Context: an optimization exercise on an open-source flow, tuned for a short achievable clock period and few clock cycles. The choices shown serve that exercise and are no tape-out recipe. In this exercise RTL edits were held to simulation tests only and were not proved equivalent to the original. Power is estimated from default activity; no workload was simulated.

== v54 ==
==> flow/design.v (excerpt) <==
module Muliti_CPU (
	input clk,
	input reset,
	input MIO_ready,
	input [31:0] Data_in,
	output mem_w,
	output CPU_MIO,
	output [31:0] Addr_out,
	output [31:0] Data_out );
	reg [31:0] addr_q;
	reg        memw_q;
	reg [31:0] dout_q;
	reg        mode_mem;     
	reg [31:0] pc_f;         
	reg        f_fail;       
	reg [31:0] f_ret;        
	reg        ld_en;        
	reg [4:0]  ld_rd;
	reg        wb_en;        
	reg [4:0]  wb_rd;
	reg [31:0] wbq;
	assign Addr_out = addr_q;
	assign mem_w    = memw_q;
	assign Data_out = dout_q;
	assign CPU_MIO  = 1'b1;
	reg        rv;
	reg [31:0] ir;
	reg [31:1] selA, selB;   
	reg [31:0] pcr;          
	reg [31:0] pcr4;         
	reg        r_pt;         
	reg        r_pret;       
	reg [31:0] r_ptgt;       
	reg        bt_v   [0:7];
	reg [26:0] bt_tag [0:7];
	reg [29:0] bt_tgt [0:7];
	reg [31:0] link_q;       
	reg        bu_set, bu_clr;    
	reg [2:0]  bu_idx;
	reg [26:0] bu_tag;
	reg [29:0] bu_tgt;
	reg        xv;
	reg [31:0] A, B, O2;     
	reg [4:0]  x_rs, x_rt;
	reg        x_o2reg;      
	reg [31:0] pcx4;
	reg [31:0] btgt;
	reg [15:0] x_imm;
	reg        x_add, x_sub, x_and, x_or, x_xor, x_nor, x_sltu, x_srl, x_lui, x_jal;
	reg        x_we;         
	reg [4:0]  x_dst;
	reg        x_lw, x_sw;
  ...
Size: ~7000 cells after synthesis, ~2200 flip-flops, about 100 I/O pins, roughly 98000 um2 of cells after synthesis.
export LEC_CHECK = 0
export ABC_CLOCK_PERIOD_IN_PS = 1800
export CAP_MARGIN = 30
export CORE_MARGIN = 2
export CORE_UTILIZATION = 30
export PLACE_DENSITY = 0.5
export SLEW_MARGIN = 30
create_clock -name core_clock -period 11.0 [get_ports {clk}]
standard.sh (not shown) runs the stock make flow with config.mk's settings and CLKGATE_MAP_FILE= SYNTH_SCRIPT=/design/flow/synth_recipe.tcl, a recipe that flattens the netlist after the stock synthesis.
==> flow/flow/run.sh <==
#!/bin/bash
# The standard layout (the standard.sh: standard synthesis and the ORFS
# steps) with changes to how it is made only; constraints and clock period
# are unchanged:
#  - the port buffers that buffer_ports inserts are buf_6 cells rather than
#    the smallest buffer (a slow delay cell).
set -euo pipefail
MARGIN=${MARGIN:-7.3}
bash standard.sh SETUP_SLACK_MARGIN=$MARGIN SKIP_GATE_CLONING=1 \
  "BUFFER_PORTS_ARGS=-buffer_cell sky130_fd_sc_hd__buf_6" \
  finish > standard_make.log 2>&1
v54 closes out successfully: all stages finished, all timing, DRC and antenna checks passed.
Testbench counts of v54, summed over its fixed seeds: cycles 69,748.
The inputs of v26 differ from those of v54 as listed below.
- ABC_CLOCK_PERIOD_IN_PS now 2500, was 1800
--- a/flow/flow/run.sh
+++ b/flow/flow/run.sh
@@ -8 +8 @@
-MARGIN=${MARGIN:-7.3}
+MARGIN=${MARGIN:-8}
[summary]
v26 closes out successfully: all stages finished, all timing, DRC and antenna checks passed. On final cell count, the higher figure sits with v26, not v54. v26 against v54: non-clock buffer count in the final layout went up; final area went up; combinational-cell power consumption went up. The highest-delay cell along the critical path comes out sky130_fd_sc_hd__o211ai_1 in one run and sky130_fd_sc_hd__o22ai_1 in the other, namely in v54 and v26 respectively. v54 → v26: proportion of synthesized chip area in sequential cells held, cell depth of the worst setup path went down 4, arrival time at the worst endpoint went down 0.05 ns, initial antenna violation count went down 26%, number of standard cells after synthesis held.
Input changes introduced in v51 (baseline for comparison: v26):
--- a/flow/flow/run.sh
+++ b/flow/flow/run.sh
@@ -8 +8 @@
-MARGIN=${MARGIN:-8}
+MARGIN=${MARGIN:-9}
Findings:
v51 against v26; cell area after layout is up by a little under 10%.
Taking v26 as the reference, in v51 detailed-routing iteration count for the pre-antenna-repair pass increased 1; minimum setup slack in the final design decreased 0.20 ns; maximum single-stage delay on the critical path went down 0.33 ns; routed via count shows an increase of about 6%; utilization of the core after routing higher.
When the final numbers for v51 and v26 were put side by side, the routed wire length turned out to be smaller in v26.
> inputs changed (v51 -> v12)
--- a/flow/flow/run.sh
+++ b/flow/flow/run.sh
@@ -8 +8 @@
-MARGIN=${MARGIN:-9}
+MARGIN=${MARGIN:-6.8}
==> notes.md <==
v12 against v51: combinational power share decreased 9.7 points, sequential share of layout area shows an increase of 8.0 points, detail-routed net length per standard cell went down 4.6%, utilization of the core after routing shows a reduction of 5.9 points, register cell area after layout held steady.
v12 against v51: final worst-path cycle share shrank by 0.46 points, clock power grew by 8.1%, sum of routed wire segments on met1 shrank by 5.3%.
Per the comparison of v12 with v51, finished layout cell area now smaller, cell count went down 7.7%.
Input changes introduced in v1 (baseline for comparison: v12):
- PLACE_DENSITY now 0.62, was 0.5
--- a/flow/flow/run.sh
+++ b/flow/flow/run.sh
@@ -8 +8 @@
-MARGIN=${MARGIN:-6.8}
+MARGIN=${MARGIN:-7.3}
### Flow results
- Summary of v1 over v12: combinational cell fraction of total power up 4.1 points; minimum period implied by the final worst setup slack down 0.028 ns.
- Per the comparison of v1 with v12, number of clock buffers in the layout increased by 1 relative to the old numbers; largest net degree at the start of global routing went up by 0.69%; routing usage on met1 moved down; length of routed wiring on met1 decreased 17 mm.
- Looking at layout overhead on the synthesized area, v1 sits above v12.

[separate check: timing with driven ports]
The flow's constraints put no driver on any port. The routed layouts listed below were extracted and timed again, unchanged, in two steps.
Step 1 (the two cells are an assumption about what drives the block):
set clk [get_ports {clk}]
set_driving_cell -lib_cell sky130_fd_sc_hd__clkbuf_16 $clk
set_driving_cell -lib_cell sky130_fd_sc_hd__buf_2 [delete_from_list [all_inputs] $clk]
Step 2 times the ports against the registers' clock, not the clock port: input delays grow and output delays shrink by t, the midpoint of the rising clock arrivals with the driver on.
a / b / c = ideal ports / drivers / drivers and shift; a / b = the first two.
run | t, ns | slack for setup (ns) | worst setup path at the end | slew at the worst register clock pin (ns)
v54 | 1.032 | 6.757 / 6.757 / 5.911 | input to register | 0.07 / 0.07
v26 | 0.977 | 6.863 / 6.875 / 5.934 | input to register | 0.07 / 0.07
v51 | 0.998 | 6.663 / 6.708 / 5.710 | input to register | 0.07 / 0.07
v12 | 1.039 | 6.713 / 6.640 / 5.858 | input to register | 0.07 / 0.07
v1 | 0.993 | 6.741 / 6.731 / 5.897 | input to register | 0.07 / 0.07
After both steps every run listed still meets setup and hold. The setup slack of v51, which loses most, moves by +0.045 ns with the drivers and by -0.953 ns with both steps.
